This is an optimization exercise on Yosys and OpenROAD, whose aim is small area and a short achievable clock period, not a production implementation.
Only simulation tests tie the RTL to the original design; equivalence was not proved.
Power is estimated from default activity; no workload was simulated.

==> flow/design.v, too long to show whole: its modules and the start of the top module <==
// module RVPLIC: 2500 lines
// module pri_enc: 10 lines
// module c_inv: 1 lines
// module c_buf: 1 lines
// module c_nand2: 1 lines
// module c_nand3: 1 lines
// module c_nand4: 1 lines
// module c_nor2: 1 lines
// module c_nor3: 1 lines
// module c_nor4: 1 lines
// module c_and2: 1 lines
// module c_and3: 1 lines
// module c_and4: 1 lines
// module c_or2: 1 lines
// module c_or3: 1 lines
// module c_or4: 1 lines
// module c_a21oi: 1 lines
// module c_o21ai: 1 lines
// module c_a22o: 1 lines
// module c_a22oi: 1 lines
// module c_a222oi: 1 lines
// module c_maj3: 1 lines
module RVPLIC (
  input      [31:0]   io_sb_SBaddress,
  input               io_sb_SBvalid,
  input      [31:0]   io_sb_SBwdata,
  input               io_sb_SBwrite,
  input      [3:0]    io_sb_SBsize,
  output              io_sb_SBready,
  output     [31:0]   io_sb_SBrdata,
  input               io_sel,
  output              io_irq_pending,
  input               io_has_pending_irq_0,
  input               io_has_pending_irq_1,
  input               io_has_pending_irq_2,
  input               io_has_pending_irq_3,
  input               io_has_pending_irq_4,
  input               io_has_pending_irq_5,
  input               io_has_pending_irq_6,
  input               io_has_pending_irq_7,
  input               io_has_pending_irq_8,
  input               io_has_pending_irq_9,
  input               io_has_pending_irq_10,
  input               io_has_pending_irq_11,
  input               io_has_pending_irq_12,
  input               io_has_pending_irq_13,
  input               io_has_pending_irq_14,
  input               io_has_pending_irq_15,
  input               io_has_pending_irq_16,
  input               io_has_pending_irq_17,
  input               io_has_pending_irq_18,
  input               io_has_pending_irq_19,
  input               io_has_pending_irq_20,
  input               io_has_pending_irq_21,
  input               io_has_pending_irq_22,
  input               io_has_pending_irq_23,
  input               io_has_pending_irq_24,
  input               io_has_pending_irq_25,
  input               io_has_pending_irq_26,
  input               io_has_pending_irq_27,
  input               io_has_pending_irq_28,
  input               io_has_pending_irq_29,
  input               io_has_pending_irq_30,
  input               io_has_pending_irq_31,
  input               io_has_pending_irq_32,
  input               io_has_pending_irq_33,
  input               io_has_pending_irq_34,
  input               io_has_pending_irq_35,
  input               io_has_pending_irq_36,
  input               io_has_pending_irq_37,
  input               io_has_pending_irq_38,
  input               io_has_pending_irq_39,
  input               io_has_pending_irq_40,
  input               io_has_pending_irq_41,
  input               io_has_pending_irq_42,
  input               io_has_pending_irq_43,
  input               io_has_pending_irq_44,
  input               io_has_pending_irq_45,
  input               io_has_pending_irq_46,
  input               io_has_pending_irq_47,
  input               io_has_pending_irq_48,
  input               io_has_pending_irq_49,
  input               io_has_pending_irq_50,
  input               io_has_pending_irq_51,
  input               io_has_pending_irq_52,
  input               clk,
  input               reset
);
  // ...
==> flow/run.sh <==
#!/bin/bash
# synth_recipe.tcl (not shown) runs the flow's synth.tcl, then flattens the netlist and writes it again
# the make line also repeats each setting of config.mk as NAME=value (left out here)
make -C /OpenROAD-flow-scripts/flow DESIGN_CONFIG=/design/flow/config.mk WORK_HOME=/design/flow/orfs CLKGATE_MAP_FILE= SYNTH_SCRIPT=/design/flow/synth_recipe.tcl finish
==> flow/config.mk <==
export PLATFORM = sky130hd
export DESIGN_NAME = RVPLIC
export DESIGN_NICKNAME = RVPLIC
export VERILOG_FILES = /design/flow/design.v
export SDC_FILE = /design/flow/constraint.sdc
export NUM_CORES = 4
export LEC_CHECK = 0
export CAP_MARGIN = 20
export CORE_MARGIN = 2
export CORE_UTILIZATION = 40
export SLEW_MARGIN = 20
export SYNTH_HIERARCHICAL = 1
==> flow/constraint.sdc <==
create_clock -name core_clock -period 80.0 [get_ports {clk}]
set_input_delay 16.0000 -clock core_clock [delete_from_list [all_inputs] [get_ports {clk}]]
set_output_delay 16.0000 -clock core_clock [all_outputs]
set_load 0.01 [all_outputs]
==> summary.txt, run 1 <==
final WL = 83000 um
final core utilization = 49.7%
Seq power = 0.154 mW
share of total power in sequential cells = 44.2%
last weighted congestion value of the routability-driven placer = 0.997
Top delay family on crit path = simple AND/OR/NAND/NOR gates
total leakage power = 9.43 nW
Final Instance Count excl. Fillers = 2710
FF/Latch Area = 0.00768 mm^2
largest stage delay on the critical path = 1060 ps
drt initial violations = 2628
Final Net Count = 2212
overall power after layout = 0.348 mW
dpl hpwl = 60400 um
via count normalized by instance count = 6.56
run status = complete, no violations
endpoint of the worst setup timing path = claim[3]
total of plain and repair buffers excluding clock buffers = 195
# DRC = 0
count of multi-input gates = 1413
fillcell total = 4221
x dimension of the die = 217 um
number of clock buffer instances in the layout = 53
residual overflow from global routing = 0
logic gate share of total power = 5.2%
CP Data Arrival Time = 19940 ps
worst min-delay path category = flip-flop to flip-flop
post-layout minimum cycle time = 19520 ps
Synth Net Count = 1987
number of cells on the critical path = 11
cts bufs inserted = 38
proportion of cell area occupied by registers = 34.8%
final count of negative-setup-slack endpoints = 0
classification of the worst setup path = input pin to flip-flop
worst slack on hold paths = 514 ps
type of origin of the critical path = input pin
worst ir drop on vdd = 0.0000149 V
Boundary Pins = 160
unrepaired setup endpoints after global routing = no
==> inputs of run 2 (changes only) <==
==> flow/flow/run.sh (new file) <==
#!/bin/bash
# Own layout flow: the standard flow (standard.sh), with
#  - logic cells of the synthesized netlist set to their smallest drive strength
#    (registers untouched; the resizer upsizes again where slew or load needs it),
#  - port buffers of type buf_2 instead of the resizer's default pick.
set -euo pipefail
cd "$(dirname "$0")/.."
R=orfs/results/${FLOW_PLATFORM}/RVPLIC/base
bash standard.sh "$PWD/$R/1_2_yosys.v" > synth.log 2>&1
cp "$R/1_2_yosys.v" yosys_orig.v
bash flow/downsize.sh "$R/1_2_yosys.v" > downsize.log 2>&1
export BUFFER_PORTS_ARGS="-buffer_cell sky130_fd_sc_hd__buf_2"
bash standard.sh finish > layout.log 2>&1
==> flow/flow/downsize.sh (new file) <==
#!/bin/bash
# Replace sky130_fd_sc_hd__<logic>_{2,4} cells by their _1 variant when one exists.
set -euo pipefail
f=$1
for c in a21oi a22oi a222oi nor4 nor3 nor2 nand4 nand3 nand2 maj3 a22o o21ai and2 and3 and4 or2 or3 or4 inv a21o o21a a211oi a31oi o211ai a221oi o221ai a32oi a2111oi nor4b nand4b nand2b nor2b o22ai mux2i a21boi o21bai; do
  sed -i -E "s/\bsky130_fd_sc_hd__${c}_[248]\b/sky130_fd_sc_hd__${c}_1/g" "$f"
done
grep -c "sky130_fd_sc_hd__" "$f"
==> flow/standard.sh (new file) <==
#!/bin/bash
# synth_recipe.tcl (not shown) runs the flow's synth.tcl, then flattens the netlist and writes it again
# the make line also repeats each setting of config.mk as NAME=value (left out here)
make -C /OpenROAD-flow-scripts/flow DESIGN_CONFIG=/design/flow/config.mk WORK_HOME=/design/flow/orfs CLKGATE_MAP_FILE= SYNTH_SCRIPT=/design/flow/synth_recipe.tcl "${@:-finish}"
--- a/flow/config.mk
+++ b/flow/config.mk
@@ -9,4 +9,6 @@
 export CORE_MARGIN = 2
 export CORE_UTILIZATION = 40
+export CTS_BUF_LIST = sky130_fd_sc_hd__clkbuf_8
+export CTS_CLUSTER_SIZE = 20
 export SLEW_MARGIN = 20
 export SYNTH_HIERARCHICAL = 1
removed: flow/run.sh
==> summary.txt, run 2 <==
run status = complete, no violations (unchanged)
number of antenna violations at the first check in global routing = 2 (was 5)
Port Buf Inserts = 145 (unchanged)
Root Buffer = clkbuf_8 (was clkbuf_16)
switching power of the nets = 0.0817 mW (was 0.0826 mW)
share of total power in sequential cells = 47.7% (was 44.2%)
hold violation total from the final report = 0 (unchanged)
count of maximum capacitance violations = 0 (unchanged)
final WL = 80600 um (was 83000 um)
CTS-repair resized insts = 0 (unchanged)
total non-filler cell area in the finished layout = 0.0201 mm^2 (was 0.0221 mm^2)
Largest register FFs = 53 (unchanged)
die height = 211 um (was 217 um)
type of origin of the critical path = input pin (unchanged)
worst-case headroom to the max-slew limit = 22.7% (was 14.1%)
total leakage power = 9.27 nW (was 9.43 nW)
Final Net Count = 2221 (was 2212)
CTS tree = done (unchanged)
PD cells = 16.0 mW/mm^2 (was 15.8 mW/mm^2)
Synth Area per Inst = 9.22 um^2 (was 9.74 um^2)
cell count after placement = 2577 (was 2638)
internal power = 0.241 mW (was 0.266 mW)
dpl hpwl = 58700 um (was 60400 um)
power share of the clock group = 48.0% (was 50.6%)
Synth Net Count = 1987 (unchanged)
count of final max-slew check failures = 0 (unchanged)
via count of the first global-routing pass = 17000 (about the same)
unrepaired setup endpoints after global routing = no (unchanged)
capturing element type of the critical path = flip-flop (unchanged)
via count normalized by instance count = 6.65 (was 6.56)
largest net degree at the start of global routing = 128 (was 184)
worst min-delay path category = flip-flop to flip-flop (unchanged)
top achievable clock speed = 52.3 MHz (was 51.2 MHz)
wire length of the first global-routing pass = 117000 um (was 118000 um)
Core Box Area = 0.0421 mm^2 (was 0.0445 mm^2)
logic gate share of total power = 4.3% (was 5.2%)
required time of the critical path = 80510 ps (was 80420 ps)
last weighted congestion value of the routability-driven placer = 0.984 (was 0.997)
classification of the worst setup path = input pin to flip-flop (unchanged)
# DRC = 0 (unchanged)
met3 GRT Util = 9.68% (was 9.73%)
drt initial violations = 2807 (was 2628)
drt pass-1 iters = 13 (was 9)
number of clock sinks seen by CTS = 304 (unchanged)
Top reg by flops = pend (unchanged)
via count of the routed design = 17800 (about the same)
global-route layer with the greatest usage = met2 (unchanged)
Die Area = 0.0446 mm^2 (was 0.0470 mm^2)
Area growth, synth to finish = 17.2% (was 22.0%)
synth warn = 8 (unchanged)
residual overflow from global routing = 0 (unchanged)
Worst-Margin Slew = 1160 ps (was 1280 ps)
register clock-pin slew on the reported worst setup and hold paths = 60 ps (about the same)
commonest non-fill, non-tap cells in the layout = nand2_1 (258), dfrtp_1 (249), a22o_1 (208), inv_1 (154), nor2_1 (153) (was nand2_1 (258), dfrtp_1 (249), a22o_1 (208), nor2_1 (151), clkdlybuf4s50_1 (145))
buffer levels on the longest clock path = 3 (unchanged)
GRT met1 Usage = 49.3% (was 46.3%)
final worst path period share = 23.9% (was 24.4%)
total routing resource utilization after global routing = 36.1% (was 34.7%)
share of post-route cells with drive strength above 1 = 16.3% (was 22.9%)
worst ir drop on vdd = 0.0000107 V (was 0.0000149 V)
cell area after synthesis = 0.0172 mm^2 (was 0.0181 mm^2)
Boundary Pins = 160 (unchanged)
Post-CTS Setup Repair Bufs = 0 (unchanged)
post-layout minimum cycle time = 19130 ps (was 19520 ps)
most frequent standard cell in the layout excluding fill and tap cells = nand2_1 (unchanged)
switching power share of the total = 25.3% (was 23.7%)
Worst-Skew Late Latency = 670 ps (was 570 ps)
placement row count = 75 (was 77)
CP Max Fanout = 20 (unchanged)
final core utilization = 47.7% (was 49.7%)
starting density of the core = 40.7% (about the same)
worst clock skew on the final layout = 23.9 ps (was 13.4 ps)
H-tree lvl count = 2 (unchanged)
x dimension of the die = 211 um (was 217 um)
Post-DRT Antenna Nets = 0 (unchanged)
number of buffers inserted by hold repair at cts = 0 (unchanged)
final count of negative-setup-slack endpoints = 0 (unchanged)
met2 track demand over resource in global routing = 52.6% (was 50.7%)
gate count after technology mapping = 1861 (unchanged)
Fin Setup TNS = 0 ps (unchanged)
post-placement cell area = 0.0190 mm^2 (was 0.0208 mm^2)
cts bufs inserted = 55 (was 38)
CP Data Arrival Time = 19640 ps (was 19940 ps)
Final Instance Count excl. Fillers = 2681 (was 2710)
average wire length per cell after detail routing = 30.1 um (was 30.6 um)
-- run 2: cell types whose count changed in the layout (fill, tap and decap cells not counted), moves of 66 or more --
cell	delta
clkdlybuf4s50_1	-145
a21oi_1	+105
maj3_2	-104
clkbuf_8	+66
maj3_1	+104
a21oi_2	-105
buf_2	+145
-- run 2: cell type report --
cell class,count,area (um^2)
Sequential cell,304,7680
Timing Repair Buffer,187,1040
Antenna cell,2,5.00
Inverter,134,510
Clock inverter,30,156
Multi-Input combinational cell,1413,9060
Tap cell,539,674
Clock buffer,72,991
Fill cell,4120,22000
-- run 2: worst paths after layout --
check                                 startpoint  endpoint  slack [ps]  depth (start not counted)
worst min register to register           pend[0]   pend[0]         500                          1
worst max-delay path            io_sb_SBwdata[1]  claim[4]       60870                         10
worst max register to register            thr[0]  irq_pend       69520                         32
worst min-delay path                     pend[0]   pend[0]         500                          1
max in group asynchronous                  reset   pr0[52]       62370                          4
min in group asynchronous                  reset    en[22]       15500                          2
-- run 2: power groups by stage --
stage | logic [mW] | clock network (mW) | registers (mW)
2_1_floorplan | 0.00523 | 0 | 0.157
3_3_place_gp | 0.0134 | 0 | 0.157
3_5_place_dp | 0.0136 | 0 | 0.157
4_1_cts | 0.0136 | 0.157 | 0.154
5_1_grt | 0.0147 | 0.164 | 0.154
6_report | 0.0138 | 0.155 | 0.154
-- run 2: layer usage --
metal / vias up / wire [um]
met1: 8839 / 32500
met4: 0 / 4430
met5: - / 0
met3: 190 / 9500
li1: 7651 / -
met2: 1146 / 34200
-- run 2: through the flow --
step	worst slack, ps	power (mW)	hold WS [ps]
CTS	61050	0.324	496
global route	60680	0.332	515
detailed placement	60350	0.170	483
floorplan	55690	0.162	432
finish	60870	0.323	500
global placement	60490	0.170	486
-- run 2: worst max-delay path: stages --
cell      delay [ps]
buf_2            470
nor3b_1          890
a222oi_1         330
nand3_1          180
a222oi_1         100
nand3_1          110
and4b_1          240
nand4_1          230
nor4_1           930
nor2_1           130
==> inputs of run 3 (changes only) <==
--- a/flow/flow/run.sh
+++ b/flow/flow/run.sh
@@ -3,4 +3,5 @@
 #  - logic cells of the synthesized netlist set to their smallest drive strength
 #    (registers untouched; the resizer upsizes again where slew or load needs it),
+#  - repair_timing asked for a setup margin, so that the paths from the inputs get sized up,
 #  - port buffers of type buf_2 instead of the resizer's default pick.
 set -euo pipefail
@@ -11,3 +12,4 @@
 bash flow/downsize.sh "$R/1_2_yosys.v" > downsize.log 2>&1
 export BUFFER_PORTS_ARGS="-buffer_cell sky130_fd_sc_hd__buf_2"
+export SETUP_SLACK_MARGIN=62.5
 bash standard.sh finish > layout.log 2>&1
==> summary.txt, run 3 <==
run status = complete, no violations (unchanged)
last weighted congestion value of the routability-driven placer = 0.993 (was 0.984)
commonest non-fill, non-tap cells in the layout = dfrtp_1 (248), a22o_1 (208), nand2_1 (203), inv_1 (150), nor2_1 (148) (was nand2_1 (258), dfrtp_1 (249), a22o_1 (208), inv_1 (154), nor2_1 (153))
Synth Net Count = 1987 (unchanged)
placement row count = 75 (unchanged)
top achievable clock speed = 56.3 MHz (was 52.3 MHz)
register clock-pin slew on the reported worst setup and hold paths = 60 ps (about the same)
power share of the clock group = 48.1% (was 48.0%)
synth warn = 8 (unchanged)
final count of negative-setup-slack endpoints = 0 (unchanged)
capturing element type of the critical path = flip-flop (unchanged)
R2R depth = 31 (was 32)
Root Buffer = clkbuf_8 (unchanged)
number of clock sinks seen by CTS = 304 (unchanged)
total routing resource utilization after global routing = 36.5% (was 36.1%)
hold path startpoint = rdata[22] (was pend[0])
type of origin of the critical path = input pin (unchanged)
Top reg by flops = pend (unchanged)
residual overflow from global routing = 0 (unchanged)
Die Area = 0.0446 mm^2 (unchanged)
average wire length per cell after detail routing = 30.9 um (was 30.1 um)
Hold Crit Endpoint = rdata[22] (was pend[0])
Boundary Pins = 160 (unchanged)
drt pass-1 iters = 11 (was 13)
final worst path period share = 22.2% (was 23.9%)
worst-case headroom to the max-slew limit = 21.4% (was 22.7%)
internal power = 0.248 mW (was 0.241 mW)
Worst-Skew Late Latency = 680 ps (was 670 ps)
worst hold path stage count = 2 (was 1)
FF/Latch Area = 0.00768 mm^2 (about the same)
wire length of the first global-routing pass = 118000 um (was 117000 um)
Core Box Area = 0.0421 mm^2 (unchanged)
hold violation total from the final report = 0 (unchanged)
classification of the worst setup path = input pin to flip-flop (unchanged)
logic gate share of total power = 5.8% (was 4.3%)
most frequent standard cell in the layout excluding fill and tap cells = dfrtp_1 (was nand2_1)
cts bufs inserted = 55 (unchanged)
Largest register FFs = 53 (unchanged)
Worst-Margin Slew = 1180 ps (was 1160 ps)
number of antenna violations at the first check in global routing = 5 (was 2)
starting density of the core = 40.7% (unchanged)
Port Buf Inserts = 145 (unchanged)
share of total power in sequential cells = 46.2% (was 47.7%)
unrepaired setup endpoints after global routing = yes (was no)
switching power share of the total = 25.6% (was 25.3%)
largest net degree at the start of global routing = 78 (was 128)
worst slack on hold paths = 524 ps (was 500 ps)
post-layout minimum cycle time = 17750 ps (was 19130 ps)
RR Endpoint = irq_pend (unchanged)
fillcell total = 3938 (was 4120)
CP Max Fanout = 10 (was 20)
buffer levels on the longest clock path = 3 (unchanged)
drt initial violations = 3543 (was 2807)
dpl hpwl = 58200 um (was 58700 um)
via count of the routed design = 18800 (was 17800)
via count normalized by instance count = 6.86 (was 6.65)
PD cells = 15.5 mW/mm^2 (was 16.0 mW/mm^2)
count of final max-slew check failures = 0 (unchanged)
final WL = 84600 um (was 80600 um)
# DRC = 0 (unchanged)
gate count after technology mapping = 1861 (unchanged)
CP Data Arrival Time = 18350 ps (was 19640 ps)
register-to-register setup slack = 69320 ps (was 69520 ps)
total leakage power = 9.92 nW (was 9.27 nW)
FF-to-FF Start = thr[0] (unchanged)
Area growth, synth to finish = 25.8% (was 17.2%)
CTS tree = done (unchanged)
Final Net Count = 2272 (was 2221)
share of post-route cells with drive strength above 1 = 22.8% (was 16.3%)
switching power of the nets = 0.0854 mW (was 0.0817 mW)
area of combinational cells with multiple inputs = 0.00972 mm^2 (was 0.00906 mm^2)
Worst Slack Setup Final = 62250 ps (was 60870 ps)
worst min-delay path category = flip-flop to flip-flop (unchanged)
Fin Setup TNS = 0 ps (unchanged)
count of maximum capacitance violations = 0 (unchanged)
Synth Area per Inst = 9.22 um^2 (unchanged)
Post-DRT Antenna Nets = 0 (unchanged)
cell area after synthesis = 0.0172 mm^2 (unchanged)
worst clock skew on the final layout = 33.0 ps (was 23.9 ps)
number of buffers inserted by hold repair at cts = 0 (unchanged)
worst ir drop on vdd = 0.0000124 V (was 0.0000107 V)
die height = 211 um (unchanged)
required time of the critical path = 80600 ps (was 80510 ps)
Placement Setup Slack = 60840 ps (was 60350 ps)
x dimension of the die = 211 um (unchanged)
via count of the first global-routing pass = 17200 (was 17000)
H-tree lvl count = 2 (unchanged)
==> run 3: repair_timing <==
item,in CTS,in global routing
endpoints found under the setup margin,296,141
gates cloned,7,5
setup buffers,21,35
gates resized for setup,39,24
pin swaps,25,27
hold endpoints to repair,0,0
==> run 3: power by group through the flow <==
stage	sequential (mW)	clock [mW]	combinational (mW)
5_1_grt	0.154	0.168	0.0200
3_5_place_dp	0.157	0	0.0146
4_1_cts	0.154	0.161	0.0165
6_report	0.154	0.160	0.0192
3_3_place_gp	0.157	0	0.0144
2_1_floorplan	0.157	0	0.00674
==> run 3: how the worst max path moves through the flow <==
stage | cells past startpoint | endpoint | slack [ps] | from
2_1_floorplan | 1 | claim[0] | 60000 | reset
3_3_place_gp | 6 | pend[10] | 60910 | io_sb_SBaddress[4]
3_5_place_dp | 6 | pend[10] | 60840 | io_sb_SBaddress[4]
4_1_cts | 11 | claim[2] | 62320 | io_sb_SBwdata[1]
5_1_grt | 11 | irq_pend | 62220 | io_sb_SBwdata[1]
6_report | 12 | claim[2] | 62250 | io_sb_SBwdata[0]
==> run 3: layout make-up <==
class,count,area share (%)
multi-input combinational,1421,45.1
sequential,304,35.6
timing repair buffer,230,8.18
clock buffer,76,4.85
tap,539,3.13
inverter,134,2.40
clock inverter,28,0.742
antenna,7,0.0812
==> run 3: metal layers <==
metal	routed length, um	track usage (%)
met1	32500	49.7
met2	34800	51.5
met3	11500	10.3
met4	5750	21.7
met5	93	0
==> run 3: worst max-delay path, cell delays in order <==
cell and delay, ps:
buf_16 130, nor3b_4 170, buf_12 130, a222oi_1 620
nand3_1 160, a222oi_1 300, nand3_1 140, and4b_1 200
nand4_1 180, nor4_4 50, buf_6 140, nor2_2 90
==> run 3: through the flow <==
step | util (%) | power, mW | std cells | instance area [um^2]
floorplan | - | 0.163 | 1861 | 17900
global placement | 45.9 | 0.171 | 2559 | 19300
detailed placement | 45.9 | 0.171 | 2559 | 19300
CTS | 49.8 | 0.332 | 2691 | 21000
global route | 51.2 | 0.342 | 2732 | 21600
finish | 51.2 | 0.334 | 2739 | 21600
==> inputs of run 4 (changes only) <==
==> flow/flow/run.sh (replaced) <==
#!/bin/bash
# Own layout flow: the standard flow (standard.sh), with
#  - logic cells of the synthesized netlist set to their smallest drive strength
#    (registers untouched; the resizer upsizes again where slew or load needs it),
#  - port buffers of type buf_2 instead of the resizer's default pick,
#  - clock tree of clkbuf_8 with sink clusters of at most 12 and no dummy loads,
#  - repair_timing asked for a setup margin of 61.6 ns.
set -euo pipefail
cd "$(dirname "$0")/.."
R=orfs/results/${FLOW_PLATFORM}/RVPLIC/base
bash standard.sh "$PWD/$R/1_2_yosys.v" > synth.log 2>&1
cp "$R/1_2_yosys.v" yosys_orig.v
bash flow/downsize.sh "$R/1_2_yosys.v" > downsize.log 2>&1
export BUFFER_PORTS_ARGS="-buffer_cell sky130_fd_sc_hd__buf_2"
export CTS_ARGS="-sink_clustering_enable -repair_clock_nets -dont_use_dummy_load -buf_list sky130_fd_sc_hd__clkbuf_8 -sink_clustering_size 12 -sink_clustering_max_diameter 50"
export SETUP_SLACK_MARGIN=61.6
bash standard.sh finish > layout.log 2>&1
--- a/flow/config.mk
+++ b/flow/config.mk
@@ -9,6 +9,4 @@
 export CORE_MARGIN = 2
 export CORE_UTILIZATION = 40
-export CTS_BUF_LIST = sky130_fd_sc_hd__clkbuf_8
-export CTS_CLUSTER_SIZE = 20
 export SLEW_MARGIN = 20
 export SYNTH_HIERARCHICAL = 1
==> summary.txt, run 4 <==
run status = complete, no violations (unchanged)
commonest non-fill, non-tap cells in the layout = nand2_1 (258), dfrtp_1 (249), a22o_1 (208), nor2_1 (152), buf_2 (144) (was dfrtp_1 (248), a22o_1 (208), nand2_1 (203), inv_1 (150), nor2_1 (148))
Post-DRT Antenna Nets = 0 (unchanged)
x dimension of the die = 211 um (unchanged)
CP Max Fanout = 19 (was 10)
number of buffers inserted by hold repair at cts = 0 (unchanged)
worst clock skew on the final layout = 41.0 ps (was 33.0 ps)
Final Net Count = 2211 (was 2272)
final count of negative-setup-slack endpoints = 0 (unchanged)
Fin Setup TNS = 0 ps (unchanged)
Largest register FFs = 53 (unchanged)
largest net degree at the start of global routing = 76 (was 78)
placement row count = 75 (unchanged)
Metal-1 WL = 32400 um (was 32500 um)
number of clock sinks seen by CTS = 304 (unchanged)
starting density of the core = 40.7% (unchanged)
classification of the worst setup path = input pin to flip-flop (unchanged)
top achievable clock speed = 54.5 MHz (was 56.3 MHz)
Worst-Skew Late Latency = 630 ps (was 680 ps)
post-layout minimum cycle time = 18350 ps (was 17750 ps)
number of antenna violations at the first check in global routing = 4 (was 5)
count of final max-slew check failures = 0 (unchanged)
capturing element type of the critical path = flip-flop (unchanged)
worst min-delay path category = flip-flop to flip-flop (unchanged)
Root Buffer = clkbuf_8 (unchanged)
total leakage power = 8.97 nW (was 9.92 nW)
via count normalized by instance count = 6.80 (was 6.86)
Synth Area per Inst = 9.22 um^2 (unchanged)
Die Area = 0.0446 mm^2 (unchanged)
final WL = 80400 um (was 84600 um)
unrepaired setup endpoints after global routing = yes (unchanged)
Top reg by flops = pend (unchanged)
worst ir drop on vdd = 0.0000109 V (was 0.0000124 V)
Worst-Margin Slew = 1170 ps (was 1180 ps)
PD cells = 13.7 mW/mm^2 (was 15.5 mW/mm^2)
buffer levels on the longest clock path = 3 (unchanged)
Final Instance Count excl. Fillers = 2625 (was 2739)
Core Box Area = 0.0421 mm^2 (unchanged)
via count of the first global-routing pass = 16700 (was 17200)
drt pass-1 iters = 12 (was 11)
register clock-pin slew on the reported worst setup and hold paths = 60 ps (about the same)
H-tree lvl count = 2 (unchanged)
Boundary Pins = 160 (unchanged)
final core utilization = 46.7% (was 51.2%)
# DRC = 0 (unchanged)
final worst path period share = 22.9% (was 22.2%)
residual overflow from global routing = 0 (unchanged)
gate count after technology mapping = 1861 (unchanged)
worst-case headroom to the max-slew limit = 22.2% (was 21.4%)
cell area after synthesis = 0.0172 mm^2 (unchanged)
drt initial violations = 3126 (was 3543)
met2 WL = 33700 um (was 34800 um)
share of post-route cells with drive strength above 1 = 15.5% (was 22.8%)
die height = 211 um (unchanged)
fillcell total = 4155 (was 3938)
wire length of the first global-routing pass = 116000 um (was 118000 um)
type of origin of the critical path = input pin (unchanged)
worst slack on hold paths = 504 ps (was 524 ps)
CP Data Arrival Time = 18810 ps (was 18350 ps)
required time of the critical path = 80460 ps (was 80600 ps)
met3 wirelength from detailed routing = 9840 um (was 11500 um)
cts bufs inserted = 40 (was 55)
hold violation total from the final report = 0 (unchanged)
last weighted congestion value of the routability-driven placer = 1.04 (was 0.993)
average wire length per cell after detail routing = 30.6 um (was 30.9 um)
via count of the routed design = 17900 (was 18800)
most frequent standard cell in the layout excluding fill and tap cells = nand2_1 (was dfrtp_1)
CTS tree = done (unchanged)
count of maximum capacitance violations = 0 (unchanged)
cell count after placement = 2577 (was 2559)
Port Buf Inserts = 145 (unchanged)
top layer reached by signal wires = met5 (unchanged)
total routing resource utilization after global routing = 35.7% (was 36.5%)
Area growth, synth to finish = 14.8% (was 25.8%)
Synth Net Count = 1987 (unchanged)
dpl hpwl = 58400 um (was 58200 um)
synth warn = 8 (unchanged)
[run 4: what timing repair did]
action	4_1_cts	5_1_grt
setup buffers	0	5
pin swaps	0	3
resized for setup	7	11
endpoints found under the setup margin	66	86
[run 4: area by class of cell]
| cell class | instances | area, um^2 | area share (%) |
|---|---|---|---|
| diodes | 3 | 7.51 | 0.0381 |
| repair buffers | 192 | 1090 | 5.55 |
| flip-flops and latches | 304 | 7680 | 39.0 |
| multi-input cells | 1413 | 9180 | 46.6 |
| well taps | 539 | 674 | 3.42 |
| clock buffers | 40 | 551 | 2.80 |
| inverters | 134 | 507 | 2.57 |
[run 4: path summary, 6_finish.rpt]
| path | slack [ps] | cells after the start | endpoint | start |
|---|---|---|---|---|
| min in group asynchronous | 15520 | 2 | pend[45] | reset |
| setup / recovery | 61650 | 10 | claim[0] | io_sb_SBwdata[0] |
| hold / removal | 500 | 1 | pend[0] | pend[0] |
| hold reg to reg | 500 | 1 | pend[0] | pend[0] |
| setup reg to reg | 69500 | 32 | irq_pend | thr[0] |
| max in group asynchronous | 62120 | 5 | pr1n[42] | reset |
[run 4: per-stage QoR]
step / setup slack, ps / area (um^2) / power (mW)
finish: 61650 / 19700 / 0.271
CTS: 61580 / 19600 / 0.271
floorplan: 60000 / 17200 / 0.162
global route: 61570 / 19700 / 0.278
detailed placement: 60400 / 19000 / 0.170
global placement: 60470 / 19000 / 0.170
[run 4: critical path, stage by stage]
cell	delay, ps
buf_2	460
nor3b_2	610
a222oi_1	250
nand3_1	150
a222oi_1	100
nand3_1	120
and4b_1	250
nand4_1	250
nor4_4	490
nor2_1	110
[run 4: where the power goes]
group,total [mW],switching (mW),leakage (nW),internal [mW]
sequential,0.154,0.00000596,3.73,0.154
clock,0.102,0.0580,0.288,0.0443
combinational,0.0143,0.0109,4.95,0.00339
[run 4: metal layers]
layer | track usage [%] | vias to the layer above
met2 | 50.7 | 1212
met1 | 49.6 | 8844
met5 | 0 | -
li1 | - | 7610
met4 | 18.4 | 2
met3 | 9.65 | 195
==> inputs of run 5 (changes only) <==
--- a/flow/config.mk
+++ b/flow/config.mk
@@ -8,5 +8,5 @@
 export CAP_MARGIN = 20
 export CORE_MARGIN = 2
-export CORE_UTILIZATION = 40
+export CORE_UTILIZATION = 65
 export SLEW_MARGIN = 20
 export SYNTH_HIERARCHICAL = 1
==> summary.txt, run 5 <==
CP Max Fanout = 20 (was 19)
final count of negative-setup-slack endpoints = 0 (unchanged)
CP Data Arrival Time = 18900 ps (was 18810 ps)
dpl hpwl = 54000 um (was 58400 um)
x dimension of the die = 166 um (was 211 um)
most frequent standard cell in the layout excluding fill and tap cells = nand2_1 (unchanged)
Fin Setup TNS = 0 ps (unchanged)
final WL = 76100 um (was 80400 um)
H-tree lvl count = 2 (unchanged)
top achievable clock speed = 54.2 MHz (was 54.5 MHz)
gate count after technology mapping = 1861 (unchanged)
wire length of the first global-routing pass = 111000 um (was 116000 um)
total routing resource utilization after global routing = 53.7% (was 35.7%)
via count normalized by instance count = 7.86 (was 6.80)
Core Box Area = 0.0260 mm^2 (was 0.0421 mm^2)
run status = complete, no violations (unchanged)
cell area after synthesis = 0.0172 mm^2 (unchanged)
type of origin of the critical path = input pin (unchanged)
FF/Latch Area = 0.00768 mm^2 (unchanged)
Die Area = 0.0277 mm^2 (was 0.0446 mm^2)
buffer and inverter count on the worst path = 2 (was 1)
final worst path period share = 23.1% (was 22.9%)
critical path cell sequence = buf_2, nor3b_4, a222oi_1, nand3_1, a222oi_1, nand3_1, and4b_1, nand4_1, nor4_1, buf_4, nor2_1 (was buf_2, nor3b_2, a222oi_1, nand3_1, a222oi_1, nand3_1, and4b_1, nand4_1, nor4_4, nor2_1)
area of combinational cells with multiple inputs = 0.00915 mm^2 (was 0.00918 mm^2)
Antenna diodes = 0 (was 3)
die height = 166 um (was 211 um)
Synth Net Count = 1987 (unchanged)
synth warn = 8 (unchanged)
classification of the worst setup path = input pin to flip-flop (unchanged)
placement row count = 59 (was 75)
Worst-Margin Slew = 1280 ps (was 1170 ps)
Worst-Skew Late Latency = 560 ps (was 630 ps)
commonest non-fill, non-tap cells in the layout = nand2_1 (258), dfrtp_1 (249), a22o_1 (208), nor2_1 (151), buf_2 (145) (was nand2_1 (258), dfrtp_1 (249), a22o_1 (208), nor2_1 (152), buf_2 (144))
worst hold path stage count = 1 (unchanged)
Port Buf Inserts = 145 (unchanged)
Post-CTS Setup Repair Bufs = 0 (unchanged)
Placement Setup Slack = 60850 ps (was 60400 ps)
cts bufs inserted = 36 (was 40)
fillcell total = 1867 (was 4155)
number of antenna violations at the first check in global routing = 3 (was 4)
FF-to-FF Start = thr[1] (was thr[0])
share of post-route cells with drive strength above 1 = 14.8% (was 15.5%)
Post-DRT Antenna Nets = 0 (unchanged)
Largest register FFs = 53 (unchanged)
Root Buffer = clkbuf_8 (unchanged)
origin of the worst setup path = io_sb_SBwdata[1] (was io_sb_SBwdata[0])
unrepaired setup endpoints after global routing = no (was yes)
Synth Area per Inst = 9.22 um^2 (unchanged)
count of maximum capacitance violations = 0 (unchanged)
GRT met1 Usage = 68.8% (was 49.6%)
CTS tree = done (unchanged)
Top delay family on crit path = simple AND/OR/NAND/NOR gates (unchanged)
worst min-delay path category = flip-flop to flip-flop (unchanged)
number of clock sinks seen by CTS = 304 (unchanged)
required time of the critical path = 80450 ps (was 80460 ps)
starting density of the core = 66.0% (was 40.7%)
worst slack on hold paths = 490 ps (was 504 ps)
count of final max-slew check failures = 0 (unchanged)
Boundary Pins = 160 (unchanged)
register clock-pin slew on the reported worst setup and hold paths = 70 ps (was 60 ps)
register-to-register setup slack = 69550 ps (was 69500 ps)
met3 GRT Util = 23.1% (was 9.65%)
residual overflow from global routing = 0 (unchanged)
worst clock skew on the final layout = 81.4 ps (was 41.0 ps)
global-route layer with the greatest usage = met2 (unchanged)
drt pass-1 iters = 13 (was 12)
worst-case headroom to the max-slew limit = 14.3% (was 22.2%)
largest net degree at the start of global routing = 81 (was 76)
via count of the routed design = 18900 (was 17900)
via count of the first global-routing pass = 17600 (was 16700)
worst ir drop on vdd = 0.0000188 V (was 0.0000109 V)
PD cells = 13.6 mW/mm^2 (was 13.7 mW/mm^2)
Top reg by flops = pend (unchanged)
met2 track demand over resource in global routing = 75.0% (was 50.7%)
capturing element type of the critical path = flip-flop (unchanged)
hold violation total from the final report = 0 (unchanged)
total leakage power = 8.87 nW (was 8.97 nW)
last weighted congestion value of the routability-driven placer = 1.10 (was 1.04)
drt initial violations = 4702 (was 3126)
buffer levels on the longest clock path = 3 (unchanged)
# DRC = 0 (unchanged)
number of cells on the critical path = 11 (was 10)
average wire length per cell after detail routing = 31.6 um (was 30.6 um)
Area growth, synth to finish = 12.3% (was 14.8%)
Slowest-stage cell, CP = nor3b_4 (was nor3b_2)
post-layout minimum cycle time = 18450 ps (was 18350 ps)
Final Net Count = 2200 (was 2211)
Worst Slack Setup Final = 61550 ps (was 61650 ps)
largest stage delay on the critical path = 570 ps (was 610 ps)
hold path startpoint = pend[0] (unchanged)
R2R depth = 29 (was 32)
==> run 5: path summary, 6_finish.rpt <==
kind	to
worst max-delay path	claim[3]
worst min-delay path	pend[0]
worst max register to register	irq_pend
worst min register to register	pend[0]
max in group asynchronous	en[1]
min in group asynchronous	rdata[29]
==> run 5: where the power goes <==
part	internal (mW)	switching, mW
combinational	0.00333	0.0107
clock	0.0401	0.0538
sequential	0.154	0.0000119
total	0.197	0.0644
==> run 5: worst register-to-register path, delay by kind of cell, from the launching register on <==
kind,cells,cell delay (ps)
adder cells (fa/ha/maj),2,770
AND/OR/NAND/NOR,15,4640
flip-flops,1,890
AO/OA/AOI/OAI,7,2220
buffers and inverters,5,1830
==> run 5: timing repair <==
item / in CTS / in global routing
gates resized for setup: 4 / 7
cloned: 0 / 0
hold buffers: 0 / 0
setup endpoints to repair: 8 / 12
==> run 5: through the flow <==
stage                     area [um^2]  utilization [%]  total power, mW  cells
after CTS                       19200             74.0            0.260   2407
after global routing            19300             74.2            0.267   2407
after global placement          18700             72.0            0.169   2371
after floorplan                 17200                -            0.162   1861
after detailed placement        18700             72.0            0.170   2371
final                           19300             74.2            0.262   2407
==> run 5: per-layer routing <==
metal / vias to the layer above / part of all wire, % / wire length (um)
met4: 4 / 8.8 / 6730
met5: - / 0.029 / 22
met1: 8866 / 33 / 25300
met3: 477 / 18 / 13600
li1: 7585 / - / -
met2: 1988 / 40 / 30400
==> run 5: layout make-up <==
cell class | instances | share of cell area, %
Clock buffer | 36 | 2.57
Inverter | 134 | 2.63
Multi-Input combinational cell | 1413 | 47.5
Sequential cell | 304 | 39.8
Tap cell | 335 | 2.18
Timing Repair Buffer | 185 | 5.32
==> inputs of run 6 (changes only) <==
--- a/flow/flow/run.sh
+++ b/flow/flow/run.sh
@@ -5,5 +5,5 @@
 #  - port buffers of type buf_2 instead of the resizer's default pick,
 #  - clock tree of clkbuf_8 with sink clusters of at most 12 and no dummy loads,
-#  - repair_timing asked for a setup margin of 61.6 ns.
+#  - repair_timing asked for a setup margin of 62.2 ns.
 set -euo pipefail
 cd "$(dirname "$0")/.."
@@ -14,4 +14,4 @@
 export BUFFER_PORTS_ARGS="-buffer_cell sky130_fd_sc_hd__buf_2"
 export CTS_ARGS="-sink_clustering_enable -repair_clock_nets -dont_use_dummy_load -buf_list sky130_fd_sc_hd__clkbuf_8 -sink_clustering_size 12 -sink_clustering_max_diameter 50"
-export SETUP_SLACK_MARGIN=61.6
+export SETUP_SLACK_MARGIN=62.2
 bash standard.sh finish > layout.log 2>&1
==> summary.txt, run 6 <==
run status = complete, no violations (unchanged)
cell area after synthesis = 0.0172 mm^2 (unchanged)
share of post-route cells with drive strength above 1 = 15.9% (was 14.8%)
most frequent standard cell in the layout excluding fill and tap cells = nand2_1 (unchanged)
Placement Setup Slack = 61020 ps (was 60850 ps)
Post-DRT Antenna Nets = 0 (unchanged)
Boundary Pins = 160 (unchanged)
largest stage delay on the critical path = 600 ps (was 570 ps)
Area growth, synth to finish = 13.9% (was 12.3%)
starting density of the core = 66.0% (unchanged)
post-layout minimum cycle time = 17890 ps (was 18450 ps)
critical path cell sequence = buf_12, clkinvlp_4, nor3_4, buf_6, a222oi_1, nand3_1, a222oi_1, and4_1, nand2_1 (was buf_2, nor3b_4, a222oi_1, nand3_1, a222oi_1, nand3_1, and4b_1, nand4_1, nor4_1, buf_4, nor2_1)
gate count after technology mapping = 1861 (unchanged)
type of origin of the critical path = input pin (unchanged)
via count of the routed design = 18800 (was 18900)
Largest register FFs = 53 (unchanged)
Die Area = 0.0277 mm^2 (unchanged)
via count normalized by instance count = 7.84 (was 7.86)
final WL = 75400 um (was 76100 um)
last weighted congestion value of the routability-driven placer = 1.10 (about the same)
buffer levels on the longest clock path = 3 (unchanged)
Synth Area per Inst = 9.22 um^2 (unchanged)
capturing element type of the critical path = flip-flop (unchanged)
count of final max-slew check failures = 0 (unchanged)
most used cell along the critical path = a222oi_1
x dimension of the die = 166 um (unchanged)
Top delay family on crit path = compound AO/OA/AOI/OAI gates (was simple AND/OR/NAND/NOR gates)
worst ir drop on vdd = 0.0000166 V (was 0.0000188 V)
buffer and inverter count on the worst path = 3 (was 2)
Worst Slack Setup Final = 62110 ps (was 61550 ps)
CTS tree = done (unchanged)
drt initial violations = 4476 (was 4702)
via count of the first global-routing pass = 17400 (was 17600)
Core Box Area = 0.0260 mm^2 (unchanged)
H-tree lvl count = 1 (was 2)
commonest non-fill, non-tap cells in the layout = nand2_1 (255), dfrtp_1 (249), a22o_1 (208), nor2_1 (144), buf_2 (139) (was nand2_1 (258), dfrtp_1 (249), a22o_1 (208), nor2_1 (151), buf_2 (145))
PD cells = 13.0 mW/mm^2 (was 13.6 mW/mm^2)
Synth Net Count = 1987 (unchanged)
Port Buf Inserts = 145 (unchanged)
CP Max Fanout = 20 (unchanged)
number of clock sinks seen by CTS = 304 (unchanged)
total routing resource utilization after global routing = 52.6% (was 53.7%)
dpl hpwl = 53900 um (was 54000 um)
worst clock skew on the final layout = 33.6 ps (was 81.4 ps)
largest net degree at the start of global routing = 84 (was 81)
worst min-delay path category = flip-flop to flip-flop (unchanged)
cts bufs inserted = 30 (was 36)
average wire length per cell after detail routing = 31.4 um (was 31.6 um)
die height = 166 um (unchanged)
Final Net Count = 2189 (was 2200)
Root Buffer = clkbuf_8 (unchanged)
top achievable clock speed = 55.9 MHz (was 54.2 MHz)
Top reg by flops = pend (unchanged)
unrepaired setup endpoints after global routing = yes (was no)
placement row count = 59 (unchanged)
final worst path period share = 22.4% (was 23.1%)
number of antenna violations at the first check in global routing = 2 (was 3)
Fin Setup TNS = 0 ps (unchanged)
register clock-pin slew on the reported worst setup and hold paths = 80 ps (was 70 ps)
drt pass-1 iters = 14 (was 13)
worst-case headroom to the max-slew limit = 17.0% (was 14.3%)
CP Data Arrival Time = 18400 ps (was 18900 ps)
classification of the worst setup path = input pin to flip-flop (unchanged)
required time of the critical path = 80520 ps (was 80450 ps)
final core utilization = 75.2% (was 74.2%)
# DRC = 0 (unchanged)
Worst-Margin Slew = 1240 ps (was 1280 ps)
hold violation total from the final report = 0 (unchanged)
synth warn = 8 (unchanged)
Slowest-stage cell, CP = a222oi_1 (was nor3b_4)
final count of negative-setup-slack endpoints = 0 (unchanged)
Worst-Skew Late Latency = 630 ps (was 560 ps)
total leakage power = 8.98 nW (was 8.87 nW)
wire length of the first global-routing pass = 109000 um (was 111000 um)
residual overflow from global routing = 0 (unchanged)
count of maximum capacitance violations = 0 (unchanged)
run 6: final timing paths:
| path | start | end | slack, ps | cells after the start |
|---|---|---|---|---|
| worst max-delay path | io_sb_SBaddress[2] | rdata[0] | 62110 | 9 |
| worst min-delay path | pend[0] | pend[0] | 510 | 1 |
| worst max register to register | thr[0] | irq_pend | 69020 | 32 |
| worst min register to register | pend[0] | pend[0] | 510 | 1 |
| max in group asynchronous | reset | pr2[37] | 62760 | 4 |
| min in group asynchronous | reset | rdata[29] | 15670 | 3 |
run 6: metal layers:
metal,track usage (%),share of wire [%]
met5,0,0
met1,68.5,33
met4,35.2,9.5
met2,73.2,40
met3,19.9,17
run 6: power breakdown:
part           total (mW)  leakage (nW)  internal [mW]  switching [mW]
Sequential          0.154          3.73          0.154      0.00000939
Clock              0.0849         0.216         0.0331          0.0518
Combinational      0.0150          5.03        0.00418          0.0108
Total               0.254          8.98          0.191          0.0627
run 6: worst register-to-register path, delay by kind of cell (launching register included):
kind	cells	cell delay (ps)
AO/OA/AOI/OAI	8	1920
adder cells (fa/ha/maj)	2	830
buffers and inverters	6	2240
flip-flops	1	390
AND/OR/NAND/NOR	16	5500
run 6: layout make-up:
cell class / instances / area (um^2)
Multi-Input combinational cell: 1413 / 9410
Tap cell: 335 / 419
Antenna cell: 3 / 7.51
Fill cell: 1869 / 6450
Timing Repair Buffer: 180 / 1100
Inverter: 134 / 510
Sequential cell: 304 / 7680
Clock buffer: 30 / 413
run 6: through the flow:
| step | instances | power, mW | hold WS, ps | instance area, um^2 |
|---|---|---|---|---|
| 3_3_place_gp | 2357 | 0.170 | 472 | 18800 |
| 3_5_place_dp | 2357 | 0.170 | 488 | 18800 |
| 6_report | 2399 | 0.254 | 507 | 19500 |
| 5_1_grt | 2397 | 0.258 | 537 | 19500 |
| 2_1_floorplan | 1861 | 0.163 | 432 | 17500 |
| 4_1_cts | 2391 | 0.251 | 498 | 19400 |
run 6: timing repair:
item | CTS | global route
pin swaps | 6 | 16
setup endpoints to repair | 62 | 14
gates cloned | 0 | 1
gates resized for setup | 20 | 27
hold buffers | 0 | 0
setup buffers | 4 | 3
hold endpoints to repair | 0 | 0
==> inputs of run 7 (changes only) <==
--- a/flow/flow/run.sh
+++ b/flow/flow/run.sh
@@ -5,5 +5,5 @@
 #  - port buffers of type buf_2 instead of the resizer's default pick,
 #  - clock tree of clkbuf_8 with sink clusters of at most 12 and no dummy loads,
-#  - repair_timing asked for a setup margin of 62.2 ns.
+#  - repair_timing asked for a setup margin of 62.4 ns.
 set -euo pipefail
 cd "$(dirname "$0")/.."
@@ -14,4 +14,4 @@
 export BUFFER_PORTS_ARGS="-buffer_cell sky130_fd_sc_hd__buf_2"
 export CTS_ARGS="-sink_clustering_enable -repair_clock_nets -dont_use_dummy_load -buf_list sky130_fd_sc_hd__clkbuf_8 -sink_clustering_size 12 -sink_clustering_max_diameter 50"
-export SETUP_SLACK_MARGIN=62.2
+export SETUP_SLACK_MARGIN=62.4
 bash standard.sh finish > layout.log 2>&1
==> summary.txt, run 7 <==
run status = complete, no violations (unchanged)
gate count after technology mapping = 1861 (unchanged)
Final Net Count = 2250 (was 2189)
drt pass-1 iters = 23 (was 14)
met2 track demand over resource in global routing = 75.6% (was 73.2%)
most frequent standard cell in the layout excluding fill and tap cells = dfrtp_1 (was nand2_1)
overall power after layout = 0.269 mW (was 0.254 mW)
RR Endpoint = claim[0] (was irq_pend)
Synth Net Count = 1987 (unchanged)
largest stage delay on the critical path = 520 ps (was 600 ps)
final count of negative-setup-slack endpoints = 0 (unchanged)
CTS tree = done (unchanged)
GRT met1 Usage = 69.5% (was 68.5%)
worst-case headroom to the max-slew limit = 8.12% (was 17.0%)
final WL = 83300 um (was 75400 um)
Top reg by flops = pend (unchanged)
switching power of the nets = 0.0687 mW (was 0.0627 mW)
Boundary Pins = 160 (unchanged)
worst clock skew on the final layout = 65.6 ps (was 33.6 ps)
capturing element type of the critical path = flip-flop (unchanged)
CP Data Arrival Time = 18280 ps (was 18400 ps)
post-layout minimum cycle time = 17770 ps (was 17890 ps)
drt initial violations = 5988 (was 4476)
Root Buffer = clkbuf_8 (unchanged)
power share of the clock group = 35.6% (was 33.5%)
classification of the worst setup path = input pin to flip-flop (unchanged)
top achievable clock speed = 56.3 MHz (was 55.9 MHz)
Port Buf Inserts = 145 (unchanged)
PD cells = 13.0 mW/mm^2 (about the same)
Die Area = 0.0277 mm^2 (unchanged)
register clock-pin slew on the reported worst setup and hold paths = 80 ps (about the same)
hold path startpoint = rdata[30] (was pend[0])
last weighted congestion value of the routability-driven placer = 1.15 (was 1.10)
Synth Area per Inst = 9.22 um^2 (unchanged)
final core utilization = 79.4% (was 75.2%)
origin of the worst setup path = io_sb_SBwdata[0] (was io_sb_SBaddress[2])
Slowest-stage cell, CP = a222oi_1 (unchanged)
Post-DRT Antenna Nets = 0 (unchanged)
FF-to-FF Start = thr[0] (unchanged)
synth warn = 8 (unchanged)
global-route layer with the greatest usage = met2 (unchanged)
via count normalized by instance count = 8.24 (was 7.84)
# DRC = 0 (unchanged)
type of origin of the critical path = input pin (unchanged)
count of maximum capacitance violations = 0 (unchanged)
starting density of the core = 66.0% (unchanged)
largest net degree at the start of global routing = 86 (was 84)
critical path cell sequence = buf_16, nor3b_4, a222oi_1, nand3_1, a222oi_1, nand3_1, and4b_1, nand4_1, nor4_4, buf_6, nor2_1 (was buf_12, clkinvlp_4, nor3_4, buf_6, a222oi_1, nand3_1, a222oi_1, and4_1, nand2_1)
via count of the first global-routing pass = 18200 (was 17400)
Largest register FFs = 53 (unchanged)
worst ir drop on vdd = 0.0000169 V (was 0.0000166 V)
Hold Crit Endpoint = rdata[30] (was pend[0])
share of total power in sequential cells = 57.3% (was 60.6%)
number of antenna violations at the first check in global routing = 8 (was 2)
residual overflow from global routing = 0 (unchanged)
CP Max Fanout = 10 (was 20)
final worst path period share = 22.2% (was 22.4%)
count of final max-slew check failures = 0 (unchanged)
Worst-Skew Late Latency = 580 ps (was 630 ps)
wire length of the first global-routing pass = 114000 um (was 109000 um)
total routing resource utilization after global routing = 54.8% (was 52.6%)
R2R depth = 32 (unchanged)
commonest non-fill, non-tap cells in the layout = dfrtp_1 (249), a22o_1 (208), nand2_1 (207), nor2_1 (145), buf_2 (137) (was nand2_1 (255), dfrtp_1 (249), a22o_1 (208), nor2_1 (144), buf_2 (139))
average wire length per cell after detail routing = 33.9 um (was 31.4 um)
buffer levels on the longest clock path = 3 (unchanged)
via count of the routed design = 20300 (was 18800)
Fin Setup TNS = 0 ps (unchanged)
number of clock sinks seen by CTS = 304 (unchanged)
required time of the critical path = 80510 ps (was 80520 ps)
worst min-delay path category = flip-flop to flip-flop (unchanged)
unrepaired setup endpoints after global routing = yes (unchanged)
H-tree lvl count = 2 (was 1)
x dimension of the die = 166 um (unchanged)
buffer and inverter count on the worst path = 2 (was 3)
switching power share of the total = 25.6% (was 24.7%)
Worst-Margin Slew = 1380 ps (was 1240 ps)
fillcell total = 1642 (was 1869)
hold violation total from the final report = 0 (unchanged)
total leakage power = 9.45 nW (was 8.98 nW)
number of cells on the critical path = 11 (was 9)
logic gate share of total power = 7.1% (was 5.9%)
share of post-route cells with drive strength above 1 = 21.1% (was 15.9%)
die height = 166 um (unchanged)
cell area after synthesis = 0.0172 mm^2 (unchanged)
Core Box Area = 0.0260 mm^2 (unchanged)
met3 GRT Util = 24.0% (was 19.9%)
Top delay family on crit path = simple AND/OR/NAND/NOR gates (was compound AO/OA/AOI/OAI gates)
cts bufs inserted = 36 (was 30)
Area growth, synth to finish = 20.2% (was 13.9%)
dpl hpwl = 52300 um (was 53900 um)
worst hold path stage count = 2 (was 1)
register-to-register setup slack = 68170 ps (was 69020 ps)
internal power = 0.200 mW (was 0.191 mW)
placement row count = 59 (unchanged)
## run 7: stage by stage
| stage | hold WS, ps | area, um^2 | worst slack [ps] | instances |
|---|---|---|---|---|
| floorplan | 432 | 17800 | 60000 | 1861 |
| global placement | 493 | 19000 | 61170 | 2352 |
| detailed placement | 501 | 19000 | 61110 | 2352 |
| CTS | 519 | 20000 | 62380 | 2417 |
| global route | 539 | 20600 | 62180 | 2459 |
| finish | 526 | 20600 | 62230 | 2461 |
## run 7: what timing repair did
action,4_1_cts,5_1_grt
setup buffers,24,29
gates resized for setup,47,37
cloned,5,11
pin swaps,26,42
endpoints found under the setup margin,193,241
hold buffers,0,0
## run 7: area by class of cell
| class | count | area, um^2 | share of cell area [%] |
|---|---|---|---|
| Multi-Input combinational cell | 1423 | 9760 | 47.3 |
| Sequential cell | 304 | 7680 | 37.2 |
| Timing Repair Buffer | 225 | 1760 | 8.52 |
| Inverter | 134 | 510 | 2.47 |
| Clock buffer | 36 | 495 | 2.40 |
| Tap cell | 335 | 419 | 2.03 |
| Antenna cell | 4 | 10.0 | 0.0485 |
## run 7: worst max path at each step
stage	slack (ps)	to
floorplan	60000	claim[0]
global placement	61170	pend[10]
detailed placement	61110	pend[10]
CTS	62380	rdata[0]
global route	62180	claim[3]
finish	62230	claim[3]
## run 7: metal layers
| metal | vias up | share of wire, % | wire length [um] |
|---|---|---|---|
| met5 | - | 0.29 | 239 |
| met4 | 8 | 11 | 9010 |
| met3 | 739 | 19 | 16100 |
| met2 | 2515 | 38 | 32000 |
| met1 | 9302 | 31 | 25900 |
| li1 | 7708 | - | - |
## run 7: power by group through the flow
| stage | combinational (mW) | sequential, mW | clock [mW] |
|---|---|---|---|
| 6_report | 0.0192 | 0.154 | 0.0955 |
| 5_1_grt | 0.0195 | 0.154 | 0.0991 |
| 4_1_cts | 0.0158 | 0.154 | 0.0932 |
| 3_5_place_dp | 0.0138 | 0.157 | 0 |
| 3_3_place_gp | 0.0135 | 0.157 | 0 |
| 2_1_floorplan | 0.00645 | 0.157 | 0 |
## run 7: worst min-delay path, stage by stage, from the launching register on
cell	delay [ps]
dfrtp_1	350
a222oi_1	100
inv_1	60
==> inputs of run 8 (changes only) <==
==> flow/flow/run.sh (replaced) <==
#!/bin/bash
# Own layout flow: the standard flow (standard.sh), with
#  - logic cells of the synthesized netlist set to their smallest drive strength
#    (registers untouched; the resizer upsizes again where slew or load needs it),
#  - port buffers of type buf_1 instead of the resizer's default pick,
#  - clock tree of clkbuf_8 with sink clusters of at most 12 and no dummy loads,
#  - repair_timing asked for a setup margin of 62.2 ns.
set -euo pipefail
cd "$(dirname "$0")/.."
R=orfs/results/${FLOW_PLATFORM}/RVPLIC/base
bash standard.sh "$PWD/$R/1_2_yosys.v" > synth.log 2>&1
cp "$R/1_2_yosys.v" yosys_orig.v
bash flow/downsize.sh "$R/1_2_yosys.v" > downsize.log 2>&1
export BUFFER_PORTS_ARGS="-buffer_cell sky130_fd_sc_hd__buf_1"
export CTS_ARGS="-sink_clustering_enable -repair_clock_nets -dont_use_dummy_load -buf_list sky130_fd_sc_hd__clkbuf_8 -sink_clustering_size 12 -sink_clustering_max_diameter 50"
export SETUP_SLACK_MARGIN=62.2
bash standard.sh finish > layout.log 2>&1
==> summary.txt, run 8 <==
run status = complete, no violations (unchanged)
die height = 166 um (unchanged)
Synth Net Count = 1987 (unchanged)
via count of the routed design = 19600 (was 20300)
count of maximum capacitance violations = 0 (unchanged)
placement row count = 59 (unchanged)
via count of the first global-routing pass = 17700 (was 18200)
worst-case headroom to the max-slew limit = 19.3% (was 8.12%)
critical path cell sequence = clkbuf_4, buf_12, buf_4, and3_1, a22oi_1, nand3_1, a222oi_1, nand3_1, and4b_1, nand4_1, nor4_4, buf_6, nor2_4 (was buf_16, nor3b_4, a222oi_1, nand3_1, a222oi_1, nand3_1, and4b_1, nand4_1, nor4_4, buf_6, nor2_1)
cell area after synthesis = 0.0172 mm^2 (unchanged)
commonest non-fill, non-tap cells in the layout = nand2_1 (255), dfrtp_1 (249), a22o_1 (208), nor2_1 (146), buf_1 (140) (was dfrtp_1 (249), a22o_1 (208), nand2_1 (207), nor2_1 (145), buf_2 (137))
drt initial violations = 5439 (was 5988)
Antenna diodes = 0 (was 4)
largest net degree at the start of global routing = 86 (unchanged)
starting density of the core = 66.0% (unchanged)
Worst-Margin Slew = 1210 ps (was 1380 ps)
post-layout minimum cycle time = 18160 ps (was 17770 ps)
worst min-delay path category = flip-flop to flip-flop (unchanged)
residual overflow from global routing = 0 (unchanged)
number of antenna violations at the first check in global routing = 1 (was 8)
Largest register FFs = 53 (unchanged)
final count of negative-setup-slack endpoints = 0 (unchanged)
top achievable clock speed = 55.1 MHz (was 56.3 MHz)
Final Instance Count excl. Fillers = 2444 (was 2461)
average wire length per cell after detail routing = 33.2 um (was 33.9 um)
capturing element type of the critical path = flip-flop (unchanged)
CTS tree = done (unchanged)
x dimension of the die = 166 um (unchanged)
gate count after technology mapping = 1861 (unchanged)
classification of the worst setup path = input pin to flip-flop (unchanged)
last weighted congestion value of the routability-driven placer = 1.07 (was 1.15)
Fin Setup TNS = 0 ps (unchanged)
hold violation total from the final report = 0 (unchanged)
Synth Area per Inst = 9.22 um^2 (unchanged)
Die Area = 0.0277 mm^2 (unchanged)
Final Net Count = 2237 (was 2250)
most frequent standard cell in the layout excluding fill and tap cells = nand2_1 (was dfrtp_1)
PD cells = 13.3 mW/mm^2 (was 13.0 mW/mm^2)
register clock-pin slew on the reported worst setup and hold paths = 60 ps (was 80 ps)
wire length of the first global-routing pass = 112000 um (was 114000 um)
buffer levels on the longest clock path = 3 (unchanged)
required time of the critical path = 80470 ps (was 80510 ps)
total non-filler cell area in the finished layout = 0.0199 mm^2 (was 0.0206 mm^2)
Root Buffer = clkbuf_8 (unchanged)
Top reg by flops = pend (unchanged)
drt pass-1 iters = 14 (was 23)
CP Max Fanout = 10 (unchanged)
via count normalized by instance count = 8.03 (was 8.24)
unrepaired setup endpoints after global routing = yes (unchanged)
Worst-Skew Late Latency = 580 ps (about the same)
Port Buf Inserts = 145 (unchanged)
Boundary Pins = 160 (unchanged)
Core Box Area = 0.0260 mm^2 (unchanged)
CP Data Arrival Time = 18630 ps (was 18280 ps)
dpl hpwl = 53300 um (was 52300 um)
Post-DRT Antenna Nets = 0 (unchanged)
share of post-route cells with drive strength above 1 = 11.4% (was 21.1%)
type of origin of the critical path = input pin (unchanged)
# DRC = 0 (unchanged)
number of clock sinks seen by CTS = 304 (unchanged)
count of final max-slew check failures = 0 (unchanged)
worst ir drop on vdd = 0.0000167 V (was 0.0000169 V)
final WL = 81100 um (was 83300 um)
Slowest-stage cell, CP = a222oi_1 (unchanged)
post-placement cell area = 0.0187 mm^2 (was 0.0190 mm^2)
total routing resource utilization after global routing = 54.0% (was 54.8%)
most used cell along the critical path = nand3_1
largest stage delay on the critical path = 450 ps (was 520 ps)
cell count after placement = 2360 (was 2352)
Area growth, synth to finish = 16.2% (was 20.2%)
synth warn = 8 (unchanged)
worst slack on hold paths = 534 ps (was 526 ps)
total leakage power = 8.80 nW (was 9.45 nW)
worst clock skew on the final layout = 67.7 ps (was 65.6 ps)
H-tree lvl count = 2 (unchanged)
cts bufs inserted = 36 (unchanged)
final worst path period share = 22.7% (was 22.2%)
run 8: changes by cell type in the layout (fill, tap and decap cells not counted), sizes merged:
cell / change
buf: -12
diode: -4
and3: -2
clkinvlp: +2
bufbuf: -1
clkbuf: +1
inv: -1
run 8: what timing repair did:
action                     CTS  global route
cloned                       3             9
pin swaps                   12            23
setup endpoints to repair  135           213
setup buffers               16            19
hold buffers                 0             0
gates resized for setup     36            44
run 8: area by class of cell:
| class | count | area [um^2] |
|---|---|---|
| Fill cell | 1792 | 6040 |
| Timing Repair Buffer | 213 | 1300 |
| Clock buffer | 36 | 495 |
| Tap cell | 335 | 419 |
| Multi-Input combinational cell | 1421 | 9530 |
| Sequential cell | 304 | 7680 |
| Inverter | 134 | 514 |
| Timing Repair inverter | 1 | 7.51 |
run 8: power by group:
group | internal (mW) | switching, mW | total [mW]
sequential | 0.154 | 0.0000115 | 0.154
combinational | 0.00458 | 0.0124 | 0.0170
clock | 0.0401 | 0.0548 | 0.0948
total | 0.198 | 0.0672 | 0.266
run 8: routing by layer:
metal | wire length [um] | up-vias | track usage, %
met1 | 25500 | 9021 | 70.3
met5 | 16 | - | 0
met2 | 31100 | 2264 | 74.7
li1 | - | 7672 | -
met3 | 15900 | 667 | 21.1
met4 | 8540 | 2 | 36.5
run 8: worst max-delay path, delay by kind of cell:
kind	cells	cell delay (ps)
buffers and inverters	4	630
AO/OA/AOI/OAI	2	730
AND/OR/NAND/NOR	7	1250
run 8: through the flow:
stage	worst slack [ps]	total power [mW]	util (%)
final	61840	0.266	76.8
after detailed placement	60850	0.169	71.8
after global placement	60920	0.169	71.8
after global routing	61900	0.270	76.8
after floorplan	60000	0.163	-
after CTS	62190	0.260	75.0
run 8: final timing paths:
path | startpoint | endpoint | slack, ps | cells past startpoint
min in group asynchronous | reset | rdata[30] | 15370 | 2
setup reg to reg | thr[0] | claim[0] | 68560 | 32
setup / recovery | io_sb_SBwdata[2] | claim[2] | 61840 | 13
hold / removal | pend[0] | pend[0] | 530 | 1
hold reg to reg | pend[0] | pend[0] | 530 | 1
max in group asynchronous | reset | pr2[52] | 62630 | 4
==> inputs of run 9 (changes only) <==
==> flow/flow/run.sh (replaced) <==
#!/bin/bash
# Own layout flow: the standard flow (standard.sh), with
#  - logic cells of the synthesized netlist set to their smallest drive strength
#    (registers untouched; the resizer upsizes again where slew or load needs it),
#  - port buffers of type buf_2 instead of the resizer's default pick,
#  - clock tree of clkbuf_16 with sink clusters of at most 20 and no dummy loads,
#  - repair_timing asked for a setup margin of 61.6 ns.
set -euo pipefail
cd "$(dirname "$0")/.."
R=orfs/results/${FLOW_PLATFORM}/RVPLIC/base
bash standard.sh "$PWD/$R/1_2_yosys.v" > synth.log 2>&1
cp "$R/1_2_yosys.v" yosys_orig.v
bash flow/downsize.sh "$R/1_2_yosys.v" > downsize.log 2>&1
export BUFFER_PORTS_ARGS="-buffer_cell sky130_fd_sc_hd__buf_2"
export CTS_ARGS="-sink_clustering_enable -repair_clock_nets -dont_use_dummy_load -buf_list sky130_fd_sc_hd__clkbuf_16 -sink_clustering_size 20 -sink_clustering_max_diameter 60"
export SETUP_SLACK_MARGIN=61.6
bash standard.sh finish > layout.log 2>&1
--- a/flow/config.mk
+++ b/flow/config.mk
@@ -8,5 +8,5 @@
 export CAP_MARGIN = 20
 export CORE_MARGIN = 2
-export CORE_UTILIZATION = 65
+export CORE_UTILIZATION = 40
 export SLEW_MARGIN = 20
 export SYNTH_HIERARCHICAL = 1
==> summary.txt, run 9 <==
run status = complete, no violations (unchanged)
via count of the routed design = 17800 (was 19600)
overall power after layout = 0.304 mW (was 0.266 mW)
worst-case headroom to the max-slew limit = 20.9% (was 19.3%)
worst min-delay path category = flip-flop to flip-flop (unchanged)
die height = 211 um (was 166 um)
worst ir drop on vdd = 0.0000106 V (was 0.0000167 V)
CTS tree = done (unchanged)
total routing resource utilization after global routing = 35.8% (was 54.0%)
capturing element type of the critical path = flip-flop (unchanged)
post-layout minimum cycle time = 18320 ps (was 18160 ps)
largest net degree at the start of global routing = 76 (was 86)
total leakage power = 9.10 nW (was 8.80 nW)
commonest non-fill, non-tap cells in the layout = nand2_1 (258), dfrtp_1 (249), a22o_1 (208), nor2_1 (151), buf_2 (144) (was nand2_1 (255), dfrtp_1 (249), a22o_1 (208), nor2_1 (146), buf_1 (140))
RR Endpoint = irq_pend (was claim[0])
Die Area = 0.0446 mm^2 (was 0.0277 mm^2)
power share of the clock group = 44.6% (was 35.7%)
Worst-Skew Late Latency = 560 ps (was 580 ps)
Final Net Count = 2204 (was 2237)
number of buffers inserted by hold repair at cts = 0 (unchanged)
x dimension of the die = 211 um (was 166 um)
cts bufs inserted = 34 (was 36)
Area growth, synth to finish = 16.5% (was 16.2%)
classification of the worst setup path = input pin to flip-flop (unchanged)
final count of negative-setup-slack endpoints = 0 (unchanged)
worst hold path stage count = 1 (unchanged)
most frequent standard cell in the layout excluding fill and tap cells = nand2_1 (unchanged)
synth warn = 8 (unchanged)
final WL = 80600 um (was 81100 um)
switching power of the nets = 0.0721 mW (was 0.0672 mW)
buffer levels on the longest clock path = 3 (unchanged)
placement row count = 75 (was 59)
drt pass-1 iters = 13 (was 14)
Largest register FFs = 53 (unchanged)
share of post-route cells with drive strength above 1 = 15.2% (was 11.4%)
unrepaired setup endpoints after global routing = no (was yes)
total non-filler cell area in the finished layout = 0.0200 mm^2 (was 0.0199 mm^2)
final worst path period share = 22.9% (was 22.7%)
number of clock sinks seen by CTS = 304 (unchanged)
wire length of the first global-routing pass = 116000 um (was 112000 um)
CP Max Fanout = 20 (was 10)
worst clock skew on the final layout = 38.6 ps (was 67.7 ps)
required time of the critical path = 80450 ps (was 80470 ps)
average wire length per cell after detail routing = 30.8 um (was 33.2 um)
R2R depth = 32 (unchanged)
CP Data Arrival Time = 18770 ps (was 18630 ps)
logic gate share of total power = 4.7% (was 6.4%)
register clock-pin slew on the reported worst setup and hold paths = 50 ps (was 60 ps)
Worst Slack Setup Final = 61680 ps (was 61840 ps)
PD cells = 15.2 mW/mm^2 (was 13.3 mW/mm^2)
residual overflow from global routing = 0 (unchanged)
count of final max-slew check failures = 0 (unchanged)
Placement Setup Slack = 60400 ps (was 60850 ps)
via count of the first global-routing pass = 16800 (was 17700)
via count normalized by instance count = 6.82 (was 8.03)
Top reg by flops = pend (unchanged)
dpl hpwl = 58400 um (was 53300 um)
drt initial violations = 3429 (was 5439)
cell area after synthesis = 0.0172 mm^2 (unchanged)
Port Buf Inserts = 145 (unchanged)
number of antenna violations at the first check in global routing = 4 (was 1)
final core utilization = 47.4% (was 76.8%)
Synth Net Count = 1987 (unchanged)
type of origin of the critical path = input pin (unchanged)
post-placement cell area = 0.0190 mm^2 (was 0.0187 mm^2)
last weighted congestion value of the routability-driven placer = 1.04 (was 1.07)
Core Box Area = 0.0421 mm^2 (was 0.0260 mm^2)
top achievable clock speed = 54.6 MHz (was 55.1 MHz)
Worst-Margin Slew = 1180 ps (was 1210 ps)
gate count after technology mapping = 1861 (unchanged)
Hold Crit Endpoint = pend[0] (unchanged)
-- run 9: metrics by stage --
step                hold slack (ps)  instances
finish                          505       2615
detailed placement              489       2577
global route                    525       2615
CTS                             500       2611
floorplan                       432       1861
global placement                476       2577
-- run 9: power groups by stage --
stage	sequential, mW	clock, mW	combinational (mW)
floorplan	0.157	0	0.00544
global placement	0.157	0	0.0135
detailed placement	0.157	0	0.0138
CTS	0.154	0.137	0.0139
global route	0.154	0.143	0.0153
finish	0.154	0.136	0.0144
-- run 9: layout make-up --
cell class,count,area [um^2]
fill,4125,22100
tap,539,674
clock buffer,34,851
multi-input combinational,1413,9200
timing repair buffer,191,1080
inverter,134,507
sequential,304,7680
-- run 9: metal layers --
layer | up-vias | routed length (um) | track usage (%) | part of all wire, %
met1 | 8764 | 32400 | 50.4 | 40
met5 | - | 8 | 0 | 0.0099
met4 | 2 | 4810 | 19.0 | 6.0
met2 | 1261 | 33600 | 50.4 | 42
met3 | 198 | 9840 | 8.86 | 12
li1 | 7601 | - | - | -
-- run 9: worst max-delay path by stage --
stage / from / endpoint / slack, ps / cells after the start
finish: io_sb_SBwdata[1] / irq_pend / 61680 / 10
global route: io_sb_SBwdata[1] / claim[0] / 61620 / 10
CTS: io_sb_SBaddress[4] / pend[44] / 61510 / 6
detailed placement: io_sb_SBwdata[1] / claim[0] / 60400 / 10
global placement: io_sb_SBwdata[1] / claim[4] / 60470 / 10
floorplan: reset / claim[0] / 60000 / 1
-- run 9: repair_timing --
action                                  in CTS  in global routing
endpoints found under the setup margin      84                 86
resized for setup                            9                 12
setup buffers                                0                  4
pin swaps                                    0                  3
-- run 9: worst max-delay path, cell delays in order --
cell and delay (ps):
buf_2 510, nor3_2 210, a222oi_1 620, nand3_1 180
a222oi_1 360, nand3_1 160, and4b_1 250, nand4_1 200
nor4_4 110, a21oi_1 140

Re-timed with assumed drivers on the ports (clkbuf_16 on the clock, buf_2 on other inputs), run 9 has 61.716 ns of setup slack against 61.682 ns with ideal ports, and 61.121 ns once port delays also move by the mid clock arrival of 0.595 ns.
